This design comes from an exercise in tuning for small area on the open sky130 flow, not from production work. The RTL was checked by simulation tests, not by an equivalence proof against the original design.

`design.v`:
```
module dtmf
(
	input	wire			clk,
	input	wire			rst,
	input	wire			valid,
	input	wire	[11:0]	data,
	output	reg				newKey,
	output	wire	 [7:0]	theKey,
	output	reg				dtmf_valid,
	output	wire	 [3:0]	dtmf_data
);
function [11:0] coef (input [2:0] i);
	case (i)
		3'd0: coef = 12'd3488;
		3'd1: coef = 12'd3350;
		3'd2: coef = 12'd3200;
		3'd3: coef = 12'd3037;
		3'd4: coef = 12'd2382;
		3'd5: coef = 12'd2066;
		3'd6: coef = 12'd1618;
		default: coef = 12'd1146;
	endcase
endfunction
function [11:0] kneg (input [2:0] i);
	case (i)
		3'd0: kneg = 12'd608;
		3'd1: kneg = 12'd746;
		3'd2: kneg = 12'd896;
		3'd3: kneg = 12'd1059;
		3'd4: kneg = 12'd1714;
		3'd5: kneg = 12'd2030;
		3'd6: kneg = 12'd2478;
		default: kneg = 12'd2950;
	endcase
endfunction
reg [4:0] ph;
wire [1:0] k  = ph[1:0];
wire [2:0] sf = ph[4:2];
wire slot_end = (k == 2'd3);
reg [7:0] cnt;					 
wire vn = valid && (cnt != 8'd0);	 
wire vc = valid && (cnt == 8'd0);	 
reg [11:0] xr;					 
reg [11:0] x0r;					 
reg pend;						 
reg combp;						 
reg sact;						 
reg cmode;						 
reg [2:0] scnt;					 
reg have;						 
always @ (posedge clk)
begin
	if (rst)
	begin
		ph <= 0;
		cnt <= 0;
		pend <= 0;
		combp <= 0;
		sact <= 0;
		cmode <= 0;
		scnt <= 0;
		have <= 0;
	end
	else
	begin
		ph <= ph + 5'd1;
		if (valid)
			cnt <= (cnt == 8'd204) ? 8'd0 : cnt + 8'd1;
		if (vc)
		begin
			combp <= 1'b1;
			have <= 1'b1;
		end
		if (slot_end)
		begin
			if (sact && scnt != 3'd7)
			begin
				scnt <= scnt + 3'd1;
				if (vn) pend <= 1'b1;
			end
			else if (pend || vn)
			begin
				sact <= 1'b1;
				scnt <= 3'd0;
				cmode <= combp;
				combp <= 1'b0;
				pend <= 1'b0;
			end
			else
				sact <= 1'b0;
		end
		else if (vn)
			pend <= 1'b1;
	end
end
always @ (posedge clk)
begin
	if (vn) xr <= data;
	if (vc) x0r <= data;
end
reg [139:0] q1s;				 
reg [159:0] q2s;				 
reg [19:0] res;					 
wire [4:0] q1t = q1s[4:0];
wire [4:0] q2t = q2s[4:0];
wire [19:0] sx0 = {{8{x0r[11]}}, x0r};
reg [4:0] x0d;
always @*
	case (k)
		2'd0: x0d = sx0[4:0];
		2'd1: x0d = sx0[9:5];
		2'd2: x0d = sx0[14:10];
		default: x0d = sx0[19:15];
	endcase
wire [4:0] dq = cmode ? x0d : q1t;		 
wire [4:0] eq = cmode ? 5'd0 : q2t;		 
wire [11:0] Cf = coef(sf);
wire [17:0] C16 = {2'b00, Cf, 4'd0};
wire [23:0] r0 = dq[0] ? {12'd0, Cf}       : 24'd0;
wire [23:0] r1 = dq[1] ? {11'd0, Cf, 1'b0} : 24'd0;
wire [23:0] r2 = dq[2] ? {10'd0, Cf, 2'b0} : 24'd0;
wire [23:0] r3 = dq[3] ? {9'd0, Cf, 3'b0}  : 24'd0;
wire [17:0] r4 = dq[4] ? (slot_end ? (18'd0 - C16) : C16) : 18'd0;
wire e5 = slot_end & eq[4];
wire [23:0] r4x = {6'd0, ~r4[17], r4[16:0]};			 
wire [23:0] rex = {7'd0, e5, ~eq, 11'd0};				 
localparam [23:0] KM = 24'hFD0800;
reg signed [18:0] accm;
reg [3:0] lowb;
wire [23:0] base = (k == 2'd0) ? {xr[11], xr, 11'd1024} : {{5{accm[18]}}, accm};
wire [23:0] m1s, m1c, m2s, m2c, m3s, m3c, m4s, m4c, m5s, m5c, m6s, m6c;
csa #(24) ma (base, r0, r1, m1s, m1c);
csa #(24) mb (r2, r3, r4x, m2s, m2c);
csa #(24) mc_ (rex, KM, m1s, m3s, m3c);
csa #(24) md (m1c, m2s, m2c, m4s, m4c);
csa #(24) me (m3s, m3c, m4s, m5s, m5c);
csa #(24) mf_ (m5s, m5c, m4c, m6s, m6c);
wire [23:0] S_u;
rca #(24) mz (m6s, m6c, S_u);
wire signed [23:0] S = S_u;
wire ovf = !((&S[19:15]) || !(|S[19:15]));
wire [19:0] q1n = ovf ? (S[23] ? 20'h80000 : 20'h7ffff) : {S[15:0], lowb};
always @ (posedge clk)
begin
	accm <= S[23:5];
	lowb <= S[4:1];
	res <= (sact && slot_end) ? q1n : {q1t, res[19:5]};
	q1s <= {res[4:0], q1s[139:5]};
	q2s <= {(sact ? dq : q2t), q2s[159:5]};
end
reg mpend;
reg mact;
reg [6:0] mt;
reg [2:0] ms;
reg eng;
reg [2:0] mf;
reg [19:0] M1, M2;
reg signed [32:0] V;
reg signed [32:0] ACC;
reg stk;
reg [7:0] pressed;
reg decide;
wire mload = mact && (mt < 7'd64) && (mt[2:0] == (mt[5] ? 3'd4 : 3'd0)) && !(mt == 7'd32);
wire [11:0] mc = coef(mf);
wire [11:0] kn = kneg(mf);
wire [12:0] kx = {kn, 1'b0};
wire vph = (ms < 3'd3);
wire dph = !vph;
reg [2:0] kw_hi, kw_lo;
always @*
	case (ms)
		3'd0: begin kw_hi = kx[12:10]; kw_lo = kx[10:8]; end
		3'd1: begin kw_hi = kx[8:6];   kw_lo = kx[6:4]; end
		default: begin kw_hi = kx[4:2]; kw_lo = kx[2:0]; end
	endcase
wire [2:0] mm = ms - 3'd3;
wire [20:0] q1e = {M1, 1'b0};
wire [20:0] q2e = {M2, 1'b0};
reg [4:0] w1, w2;
always @*
	case (mm)
		3'd0: begin w1 = q1e[4:0];   w2 = q2e[4:0];   end
		3'd1: begin w1 = q1e[8:4];   w2 = q2e[8:4];   end
		3'd2: begin w1 = q1e[12:8];  w2 = q2e[12:8];  end
		3'd3: begin w1 = q1e[16:12]; w2 = q2e[16:12]; end
		default: begin w1 = q1e[20:16]; w2 = q2e[20:16]; end
	endcase
wire [2:0] wv0 = vph ? kw_lo : w1[2:0];
wire [2:0] wv1 = vph ? kw_hi : w1[4:2];
wire [2:0] wq0 = vph ? {(ms == 3'd2) & mc[11], 2'b00} : w2[2:0];
wire [2:0] wq1 = vph ? 3'b000 : w2[4:2];
wire nq0 = wq0[2] & ~(wq0[1] & wq0[0]);
wire oq0 = wq0[1] ^ wq0[0];
wire tq0 = (wq0[2] & ~wq0[1] & ~wq0[0]) | (~wq0[2] & wq0[1] & wq0[0]);
wire nq1 = wq1[2] & ~(wq1[1] & wq1[0]);
wire oq1 = wq1[1] ^ wq1[0];
wire tq1 = (wq1[2] & ~wq1[1] & ~wq1[0]) | (~wq1[2] & wq1[1] & wq1[0]);
wire nv0 = wv0[2] & ~(wv0[1] & wv0[0]);
wire ov0 = wv0[1] ^ wv0[0];
wire tv0 = (wv0[2] & ~wv0[1] & ~wv0[0]) | (~wv0[2] & wv0[1] & wv0[0]);
wire nv1 = wv1[2] & ~(wv1[1] & wv1[0]);
wire ov1 = wv1[1] ^ wv1[0];
wire tv1 = (wv1[2] & ~wv1[1] & ~wv1[0]) | (~wv1[2] & wv1[1] & wv1[0]);
wire [32:0] MV = vph ? {{13{M2[19]}}, M2} : V;
wire [20:0] rq0 = (({21{oq0}} & {M2[19], M2}) | ({21{tq0}} & {M2, 1'b0})) ^ {21{nq0}};
wire [20:0] rq1 = (({21{oq1}} & {M2[19], M2}) | ({21{tq1}} & {M2, 1'b0})) ^ {21{nq1}};
wire [33:0] rv0 = (({34{ov0}} & {MV[32], MV}) | ({34{tv0}} & {MV, 1'b0})) ^ {34{nv0}};
wire [33:0] rv1 = (({34{ov1}} & {MV[32], MV}) | ({34{tv1}} & {MV, 1'b0})) ^ {34{nv1}};
wire [32:0] accg = (ms == 3'd0) ? {{10{M1[19]}}, M1, 3'd0} :
                   vph ? {V[28:0], 4'd0} :
                   (ms == 3'd3) ? 33'd0 : ACC;
wire [36:0] da = {4'd0, ~accg[32], accg[31:0]};
wire [36:0] dv0 = {3'd0, ~rv0[33], rv0[32:0]};
wire [36:0] dv1 = {1'd0, ~rv1[33], rv1[32:0], 2'b00};
wire [36:0] dq0 = {5'd0, ~rq0[20], rq0[19:0], 11'd0};
wire [36:0] dq1 = {3'd0, ~rq1[20], rq1[19:0], 13'd0};
localparam [36:0] KD = 37'h1000000000 | 37'h200000000 | 37'h80000000;
wire [36:0] dx = KD | {23'd0, nq1, 1'b0, nq0, 8'd0, nv1, 1'b0, nv0};
wire [36:0] d1s, d1c, d2s, d2c, d3s, d3c, d4s, d4c;
csa #(37) da_ (da, dv0, dv1, d1s, d1c);
csa #(37) db_ (dq0, dq1, dx, d2s, d2c);
csa #(37) dc_ (d1s, d1c, d2s, d3s, d3c);
csa #(37) dd_ (d3s, d3c, d2c, d4s, d4c);
wire [36:0] asum;
rcs #(37, 19) dz (d4s, d4c, asum);
wire signed [32:0] anext = asum[36:4];
wire snext = stk | (|asum[3:0]);
wire on = (anext > 33'sd819200) || (anext == 33'sd819200 && snext);
always @ (posedge clk)
begin
	if (rst)
	begin
		mpend <= 0;
		mact <= 0;
		mt <= 0;
		eng <= 0;
		decide <= 0;
	end
	else
	begin
		decide <= 0;
		if (vc && have) mpend <= 1'b1;
		if (mact) mt <= mt + 7'd1;
		if (slot_end && (mpend || (vc && have)))
		begin
			mact <= 1'b1;
			mt <= 0;
			mpend <= 1'b0;
		end
		if (mload)
		begin
			eng <= 1'b1;
		end
		else if (eng && ms == 3'd7)
		begin
			eng <= 1'b0;
		end
		if (mact && mt == 7'd68)
		begin
			mact <= 1'b0;
			decide <= 1'b1;
		end
	end
end
always @ (posedge clk)
begin
	if (mload)
	begin
		M1 <= q1s[19:0];
		M2 <= q2s[19:0];
		mf <= sf;
	end
	ms <= mload ? 3'd0 : ms + 3'd1;
	if (vph)
		V <= asum[32:0];
	ACC <= anext;
	stk <= (ms == 3'd3) ? (|asum[3:0]) : snext;
	if (eng && ms == 3'd7)
		pressed[mf] <= on;
end
wire [3:0] rows = pressed[3:0];
wire [3:0] cols = pressed[7:4];
wire found = (|rows) && (|cols);
wire [1:0] ri = rows[0] ? 2'd0 : rows[1] ? 2'd1 : rows[2] ? 2'd2 : 2'd3;
wire [1:0] ci = cols[0] ? 2'd0 : cols[1] ? 2'd1 : cols[2] ? 2'd2 : 2'd3;
reg [3:0] code;
always @*
	case ({ri, ci})
		4'h0: code = 4'd1;  4'h1: code = 4'd2;  4'h2: code = 4'd3;  4'h3: code = 4'd13;
		4'h4: code = 4'd4;  4'h5: code = 4'd5;  4'h6: code = 4'd6;  4'h7: code = 4'd14;
		4'h8: code = 4'd7;  4'h9: code = 4'd8;  4'ha: code = 4'd9;  4'hb: code = 4'd15;
		4'hc: code = 4'd11; 4'hd: code = 4'd10; 4'he: code = 4'd12; default: code = 4'd0;
	endcase
reg [3:0] kcode;
reg khave;
reg [7:0] ascii;
always @*
	case (kcode)
		4'd0: ascii = "D";
		4'd10: ascii = "0";
		4'd11: ascii = "*";
		4'd12: ascii = "#";
		4'd13: ascii = "A";
		4'd14: ascii = "B";
		4'd15: ascii = "C";
		default: ascii = {4'h3, kcode};
	endcase
assign theKey = khave ? ascii : 8'd0;
assign dtmf_data = dtmf_valid ? kcode : 4'd0;
always @ (posedge clk)
begin
	if (rst)
	begin
		newKey <= 0;
		dtmf_valid <= 0;
		khave <= 0;
	end
	else
	begin
		newKey <= 1'b0;
		if (decide)
		begin
			dtmf_valid <= found;
			if (found)
			begin
				khave <= 1'b1;
				kcode <= code;
				newKey <= !khave || (code != kcode);
			end
		end
	end
end
endmodule
module csa #(parameter W = 8)
(
	input	wire	[W-1:0]	a,
	input	wire	[W-1:0]	b,
	input	wire	[W-1:0]	c,
	output	wire	[W-1:0]	s,
	output	wire	[W-1:0]	co
);
wire [W-1:0] m = (a & b) | (a & c) | (b & c);
assign s = a ^ b ^ c;
assign co = {m[W-2:0], 1'b0};
endmodule
module rca #(parameter W = 8)
(
	input	wire	[W-1:0]	a,
	input	wire	[W-1:0]	b,
	output	wire	[W-1:0]	s
);
wire [W:0] c;
assign c[0] = 1'b0;
genvar i;
generate for (i = 0; i < W; i = i + 1) begin : bit_
	assign s[i] = a[i] ^ b[i] ^ c[i];
	assign c[i+1] = (a[i] & b[i]) | (a[i] & c[i]) | (b[i] & c[i]);
end endgenerate
endmodule
module rcs #(parameter W = 8, parameter L = 4)
(
	input	wire	[W-1:0]	a,
	input	wire	[W-1:0]	b,
	output	wire	[W-1:0]	s
);
wire [L:0] c;
assign c[0] = 1'b0;
wire [W-1:L] s0, s1;
wire [W:L] c0, c1;
assign c0[L] = 1'b0;
assign c1[L] = 1'b1;
genvar i;
generate for (i = 0; i < L; i = i + 1) begin : lo_
	assign s[i] = a[i] ^ b[i] ^ c[i];
	assign c[i+1] = (a[i] & b[i]) | (a[i] & c[i]) | (b[i] & c[i]);
end
for (i = L; i < W; i = i + 1) begin : hi_
	assign s0[i] = a[i] ^ b[i] ^ c0[i];
	assign c0[i+1] = (a[i] & b[i]) | (a[i] & c0[i]) | (b[i] & c0[i]);
	assign s1[i] = a[i] ^ b[i] ^ c1[i];
	assign c1[i+1] = (a[i] & b[i]) | (a[i] & c1[i]) | (b[i] & c1[i]);
end endgenerate
assign s[W-1:L] = c[L] ? s1 : s0;
endmodule
```
`run.sh`:
```
#!/bin/bash
# synth_recipe.tcl (not shown) runs the flow's synth.tcl, then flattens the netlist and writes it again
# the make line also repeats each setting of config.mk as NAME=value (left out here)
make -C /OpenROAD-flow-scripts/flow DESIGN_CONFIG=/design/flow/config.mk WORK_HOME=/design/flow/orfs CLKGATE_MAP_FILE= SYNTH_SCRIPT=/design/flow/synth_recipe.tcl finish
```
`config.mk`:
```
export PLATFORM = sky130hd
export DESIGN_NAME = dtmf
export DESIGN_NICKNAME = dtmf
export VERILOG_FILES = /design/flow/design.v
export SDC_FILE = /design/flow/constraint.sdc
export NUM_CORES = 4
export LEC_CHECK = 0
export ABC_AREA = 1
export CAP_MARGIN = 20
export CORE_MARGIN = 2
export CORE_UTILIZATION = 40
export CTS_BUF_LIST = sky130_fd_sc_hd__clkbuf_16
export CTS_CLUSTER_DIAMETER = 100
export CTS_CLUSTER_SIZE = 30
export SLEW_MARGIN = 20
```
`constraint.sdc`:
```
create_clock -name core_clock -period 20.0 [get_ports {clk}]
set_input_delay 4.0000 -clock core_clock [delete_from_list [all_inputs] [get_ports {clk}]]
set_output_delay 4.0000 -clock core_clock [all_outputs]
set_load 0.01 [all_outputs]
```
==> impl_metrics.tcl, run 1 <==
set metrics [dict create \
    r2r-end "pressed[6]" \
    slowest_delay_ns 0.76 \
    post_cts_buffers 0 \
    synth-simple-area-share_pct 10.3 \
    drive_above_1_share_pct 4.15 \
    fin_skew_ns 0.0173 \
    synth-edff-count 112 \
    ys_warn_count 1 \
    period_minus_slack_ns 15.19 \
    totalWireLength_mm 54.3 \
    synth_compound_area_share_pct 8.86 \
    drc 0 \
    clk_path_buf_depth 3 \
    finish.utilization_pct 43.6 \
    cts_sinks 527 \
    ys.flop_type "dfxtp_1" \
    netlist_area_um2 24400 \
    synth-adder-area-share_pct 20.0 \
    rsz0062_at_grt "no" \
    gp_congestion 0.909 \
    synth_cell_types 55 \
    yosys_register_bits 527 \
    coreArea_um2 60200 \
    tritoncts "built" \
    vias 15900 \
    cap_violations 0 \
    yosysTopAreaCell "dfxtp_1" \
    multi_input_area_um2 10800 \
    crit_top_cell "fa_1" \
    synthMuxAreaShare_pct 0.164 \
    io_buffers 27 \
    min_path_type "reg2reg" \
    synth_nets 2736 \
    min_to "q1s[39]" \
    reg2reg_from "ms[0]" \
    area_growth_syn_to_layout_pct 7.68 \
    synthArstFlopShare_pct 0 \
    grt_max_degree 89 \
    slowest_stage "clkinv_1" \
    slew_headroom_pct 24.6 \
    synth_cells 2428 \
    path_class "reg2reg" \
    drtIter0Drc 1182 \
    crit_arrival_ns 15.56 \
    synth_top_family_by_area "adder cells" \
    finalSetupTns_ns 0 \
    clk_pin_slew_ns 0.11 \
    htree_num_levels 1 \
    antenna-diode-count 0 \
    insertion_delay_ns 0.61 \
    io-pin-count 29 \
    worst_slack_ns 4.81 \
    synthTopCellsByArea "dfxtp_1 (34%), edfxtp_1 (14%), fa_1 (13%), ha_1 (6.7%), inv_1 (6.4%)" \
    antenna_found_initial 0 \
    overflow 0 \
    hold_viol 0 \
    status "finished clean" \
    cp.required_ns 20.37 \
    synth_xor_area_share_pct 4.78 \
    cts-root-buf "clkbuf_16" \
    grt_pass1_vias 16200 \
    syn_area_per_cell_um2 10.0 \
    holdPathStages 0 \
    num_rows 90 \
    dpl_cell_area_um2 25500 \
    finalCritPeriodShare_pct 75.9 \
    setup_violations 0 \
    postLayoutCellArea_um2 26200 \
    yosysTopAreaCellShare_pct 34.1 \
    pre_cts_slack_ns 4.56 \
    dpl.hpwl_mm 40.9 \
    r2r_slack_ns 4.81 \
    r2r_cells 60 \
    max_freq_mhz 65.9 \
    crit_path_end_kind "register" \
    vias_per_cell 4.94 \
    synth_commonest_cells "inv_1 (417), dfxtp_1 (415), nand2_1 (296), nor2_1 (164), fa_1 (162)" \
    slew_viol_final 0 \
    dr.pass1.iters 6 \
    crit_fanout 34 \
    nFillCells 5743 \
    wl_per_cell_um 16.9 \
    holdBufCountCts 0 \
    ys_seq_area_share_pct 47.9 \
    grt_first_pass_wirelength_mm 87.9 \
    worstMarginPinSlew_ns 1.13 \
    start_util_pct 40.4 \
    die_w_um 251 \
    cp-start-kind "register" \
    die_y_um 251 \
    track_usage_pct 17.6 \
    hold_start "q1s[44]" \
    synth.most_common_cell "inv_1" \
    antenna_left 0 \
    seq_area_um2 11700 \
    nets 2730 \
    die_area_um2 62900 \
    cts_resized 0 \
    numCtsBuffers 24 \
]
worst max-delay path, delay by kind of cell, from the launching register on:
family                     cells  cell delay (ns)
AOI/OAI and AO/OA              8             1.76
xor gates and xnor gates       2             0.50
adders and majority gates     22             8.10
buffers and inverters         12             2.49
DFF                            1             0.38
and+or+nand+nor               16             1.71
cells by family after synthesis:
kind of cell               after synthesis
xor gates and xnor gates               133
and+or+nand+nor                        589
muxes                                    4
DFF                                    527
adders and majority gates              293
buffers and inverters                  504
AOI/OAI and AO/OA                      377
other                                    1
layout make-up:
| cell class | instances | share of cell area [%] |
|---|---|---|
| clock buffer | 24 | 2.29 |
| multi-input combinational | 1397 | 41.1 |
| sequential | 527 | 44.5 |
| clock inverter | 14 | 0.663 |
| inverter | 429 | 6.25 |
| tap | 782 | 3.73 |
| timing repair buffer | 43 | 1.49 |
registers in the layout (all words and copies together) (netlist names), 3 cells and up:
name / flops
q2s: 160
q1s: 140
ACC: 33
V: 33
M1: 20
M2: 20
res: 20
accm: 19
x0r: 12
xr: 12
cnt: 8
pressed: 8
mt: 7
ph: 5
kcode: 4
lowb: 4
mf: 3
ms: 3
scnt: 3
placed cells by master, fill, tap and decap left out, types with 27 or more instances in the layout:
cell type and instances:
a21oi_1 75, clkdlybuf4s50_1 27, dfxtp_1 415, edfxtp_1 112, fa_1 162, ha_1 131
inv_1 422, nand2_1 294, nand3_1 58, nor2_1 162, o21ai_0 123, o22ai_1 117
xor2_1 107
worst max-delay path by stage:
stage / startpoint / slack (ns) / to
floorplan: ms[0] / 6.89 / pressed[2]
global placement: ms[0] / 4.74 / pressed[2]
detailed placement: ms[0] / 4.56 / pressed[2]
CTS: ms[0] / 4.51 / pressed[2]
global route: ms[1] / 3.62 / pressed[6]
finish: ms[0] / 4.81 / pressed[6]
stage by stage:
| step | cells | hold WS [ns] |
|---|---|---|
| 2_1_floorplan | 2428 | 0.310 |
| 3_3_place_gp | 3178 | 0.310 |
| 3_5_place_dp | 3178 | 0.312 |
| 4_1_cts | 3216 | 0.331 |
| 5_1_grt | 3216 | 0.332 |
| 6_report | 3216 | 0.323 |
per-layer routing:
metal	vias up	track usage, %	part of all wire (%)
li1	7735	-	-
met1	7629	23.8	45
met2	430	29.9	47
met3	95	2.07	5.2
met4	0	4.86	2.9
met5	-	0	0
==> inputs of run 2 (changes only) <==
--- a/design.v
+++ b/design.v
@@ -42,5 +42,4 @@
 wire vc = valid && (cnt == 8'd0);	 
 reg [11:0] xr;					 
-reg [11:0] x0r;					 
 reg pend;						 
 reg combp;						 
@@ -96,7 +95,10 @@
 always @ (posedge clk)
 begin
-	if (vn) xr <= data;
-	if (vc) x0r <= data;
+	if (valid) xr <= data;
 end
+reg mact;						 
+reg [6:0] mt;					 
+reg fpar;						 
+wire r0w = mact && (mt < 7'd32) && !mt[2];
 reg [139:0] q1s;				 
 reg [159:0] q2s;				 
@@ -104,14 +106,15 @@
 wire [4:0] q1t = q1s[4:0];
 wire [4:0] q2t = q2s[4:0];
-wire [19:0] sx0 = {{8{x0r[11]}}, x0r};
-reg [4:0] x0d;
+wire [19:0] sxr = {{8{xr[11]}}, xr};
+reg [4:0] xd;
 always @*
 	case (k)
-		2'd0: x0d = sx0[4:0];
-		2'd1: x0d = sx0[9:5];
-		2'd2: x0d = sx0[14:10];
-		default: x0d = sx0[19:15];
+		2'd0: xd = sxr[4:0];
+		2'd1: xd = sxr[9:5];
+		2'd2: xd = sxr[14:10];
+		default: xd = sxr[19:15];
 	endcase
-wire [4:0] dq = cmode ? x0d : q1t;		 
+wire own = (sf[0] == fpar);
+wire [4:0] dq = cmode ? (own ? q2t : q2s[144:140]) : q1t;
 wire [4:0] eq = cmode ? 5'd0 : q2t;		 
 wire [11:0] Cf = coef(sf);
@@ -147,9 +150,8 @@
 	res <= (sact && slot_end) ? q1n : {q1t, res[19:5]};
 	q1s <= {res[4:0], q1s[139:5]};
-	q2s <= {(sact ? dq : q2t), q2s[159:5]};
+	q2s <= {(sact ? dq : (r0w ? xd : q2t)), q2s[159:5]};
 end
 reg mpend;
-reg mact;
-reg [6:0] mt;
+reg mdo;						 
 reg [2:0] ms;
 reg eng;
@@ -161,5 +163,6 @@
 reg [7:0] pressed;
 reg decide;
-wire mload = mact && (mt < 7'd64) && (mt[2:0] == (mt[5] ? 3'd4 : 3'd0)) && !(mt == 7'd32);
+wire mslot = mact && (mt < 7'd64) && (mt[2:0] == (mt[5] ? 3'd4 : 3'd0)) && !(mt == 7'd32);
+wire mload = mslot && mdo;
 wire [11:0] mc = coef(mf);
 wire [11:0] kn = kneg(mf);
@@ -240,7 +243,12 @@
 	begin
 		decide <= 0;
-		if (vc && have) mpend <= 1'b1;
+		if (vc)
+		begin
+			mpend <= 1'b1;
+			mdo <= have;
+		end
 		if (mact) mt <= mt + 7'd1;
-		if (slot_end && (mpend || (vc && have)))
+		if (mact && mt == 7'd0) fpar <= sf[0];
+		if (slot_end && (mpend || vc))
 		begin
 			mact <= 1'b1;
@@ -259,5 +267,5 @@
 		begin
 			mact <= 1'b0;
-			decide <= 1'b1;
+			decide <= mdo;
 		end
 	end
==> impl_metrics.tcl, run 2 <==
set metrics [dict create \
    min_path_type "reg2reg" \
    totalWireLength_mm 54.4 \
    ys.flop_type "dfxtp_1" \
    cp_top_family "adder cells" \
    vias_per_cell 4.97 \
    antenna_left 0 \
    slowest_stage "clkinv_1" \
    met3_length_mm 2.36 \
    gp_congestion 0.930 \
    die_area_um2 62400 \
    synth_cell_types 49 \
    cts-root-buf "clkbuf_16" \
    slew_viol_final 0 \
    drive_above_1_share_pct 4.51 \
    rsz0062_at_grt "no" \
    crit_top_cell "fa_1" \
    cts_sinks 517 \
    hold_viol 0 \
    area_growth_syn_to_layout_pct 7.60 \
    placed_cells 3185 \
    num_rows 90 \
    crit_fanout 34 \
    postLayoutCellArea_um2 26000 \
    synthMuxAreaShare_pct 0.0829 \
    regMostFlops "q2s" \
    htree_num_levels 1 \
    worstMarginPinSlew_ns 1.13 \
    drc 0 \
    vias 16000 \
    dpl.hpwl_mm 41.0 \
    route.met2.wl_mm 25.9 \
    ys_seq_area_share_pct 47.1 \
    yosys_register_bits 517 \
    synthArstFlopShare_pct 0 \
    slowest_delay_ns 0.70 \
    synth_cells 2437 \
    grt_pass1_vias 16000 \
    top_layer "met4" \
    max_freq_mhz 65.3 \
    status "finished clean" \
    cp-start-kind "register" \
    holdBufCountCts 0 \
    synth_xor_area_share_pct 4.86 \
    numCtsBuffers 23 \
    yosysTopAreaCell "dfxtp_1" \
    crit_path_end_kind "register" \
    io_buffers 27 \
    path_class "reg2reg" \
    nets 2736 \
    layout_commonest_cell "dfxtp_1" \
    start_util_pct 40.2 \
    dr.pass1.iters 5 \
    clk_path_buf_depth 3 \
    antenna_found_initial 0 \
    clk_pin_slew_ns 0.11 \
    synthTopCellsByArea "dfxtp_1 (34%), fa_1 (13%), edfxtp_1 (13%), ha_1 (6.8%), inv_1 (6.2%)" \
    path_buf_inv 12 \
    cp.required_ns 20.36 \
    grt_first_pass_wirelength_mm 86.8 \
    track_usage_pct 17.4 \
    worst_slack_ns 4.68 \
    crit_arrival_ns 15.69 \
    pre_cts_slack_ns 4.42 \
    synth_nets 2745 \
    slew_headroom_pct 24.5 \
    cts_resized 0 \
    coreArea_um2 60000 \
    cap_violations 0 \
    ys_warn_count 1 \
    io-pin-count 29 \
    finalSetupTns_ns 0 \
    wl_met1_mm 24.4 \
    top_regs "q2s x160, q1s x140" \
    syn_area_per_cell_um2 9.91 \
    drtIter0Drc 1202 \
    dpl_cell_area_um2 25300 \
    layout_common_cells "dfxtp_1 (415), inv_1 (402), nand2_1 (285), nor2_1 (183), fa_1 (162)" \
    setup_violations 0 \
    insertion_delay_ns 0.60 \
    wl_per_cell_um 16.9 \
    synth_top_family_by_area "adder cells" \
    tritoncts "built" \
    die_w_um 250 \
    post_cts_buffers 0 \
    period_minus_slack_ns 15.32 \
    synth_commonest_cells "dfxtp_1 (415), inv_1 (399), nand2_1 (286), nor2_1 (185), fa_1 (162)" \
    overflow 0 \
    synth_compound_area_share_pct 8.89 \
    r2r_slack_ns 4.68 \
    largest_reg_flops 160 \
    fin_cells 3220 \
    grt_max_degree 90 \
    finalCritPeriodShare_pct 76.6 \
    synth-simple-area-share_pct 11.1 \
    synth-adder-area-share_pct 20.2 \
    synth.most_common_cell "dfxtp_1" \
    die_y_um 250 \
    fin_skew_ns 0.0248 \
    netlist_area_um2 24200 \
    antenna-diode-count 0 \
    synth-edff-count 102 \
    yosysTopAreaCellShare_pct 34.4 \
]
run 2: cell count changes in the layout (fill, tap and decap cells not counted), moves of 5 or more:
cell / before / now
nand3_1: 58 / 68
o21ai_0: 123 / 88
inv_2: 3 / 17
a31oi_1: 12 / 18
inv_1: 422 / 402
o21ai_1: 12 / 27
edfxtp_1: 112 / 102
nand2_1: 294 / 285
o22ai_1: 117 / 112
o31ai_1: 4 / 14
nand4_1: 5 / 10
nor2_1: 162 / 183
run 2: final timing paths:
| path | from | to | depth (start not counted) |
|---|---|---|---|
| worst min register to register | q2s[125] | q2s[120] | 0 |
| worst max-delay path | ms[0] | pressed[3] | 61 |
| worst max register to register | ms[0] | pressed[3] | 61 |
| worst min-delay path | q2s[125] | q2s[120] | 0 |
run 2: cell type report:
type                       instances  area, µm²
clock buffer                      23        576
clock inverter                    12        149
fill                            5774      34000
inverter                         418       1570
multi-input combinational       1423      10900
sequential                       517      11400
tap                              782        978
timing repair buffer              45        405
run 2: cells by family (layout without fill, tap and decap cells):
family                     Yosys count  in the layout
xor gates and xnor gates           134            134
muxes                                2              2
adders and majority gates          293            293
other                                1              1
AOI/OAI and AO/OA                  370            370
buffers and inverters              497            498
DFF                                517            517
and+or+nand+nor                    623            623
run 2: stage by stage:
step	hold WS (ns)	util [%]
after floorplan	0.310	-
after global placement	0.311	42.1
after detailed placement	0.312	42.1
after CTS	0.325	43.3
after global routing	0.327	43.3
final	0.323	43.3
run 2: metal layers:
metal / track usage [%] / vias up
met5: 0 / -
met4: 5.49 / 0
met3: 1.88 / 93
met2: 29.3 / 387
met1: 23.6 / 7771
li1: - / 7763

==> what the ideal ports hide <==
Ports are ideal in the flow. The routed layouts listed here were re-timed in OpenROAD. Step 1, drivers: a clkbuf_16 drives clk and a buf_2 each remaining input, both assumed. Step 2 also shifts input and output timing later by t, the mid clock arrival at the registers, as if the neighbouring blocks saw the same clock. Slacks: ideal ports / drivers / drivers and shift; pairs: ideal ports / drivers.
run	t (ns)	setup slack, ns	hold WS [ns]	worst slew at a driven data input, ns
run 1	0.656	4.814 / 4.814 / 4.814	0.323 / 0.323 / 0.323	0.03
run 2	0.644	4.676 / 4.676 / 4.676	0.323 / 0.323 / 0.323	0.03
After both steps every run listed still meets setup and hold.
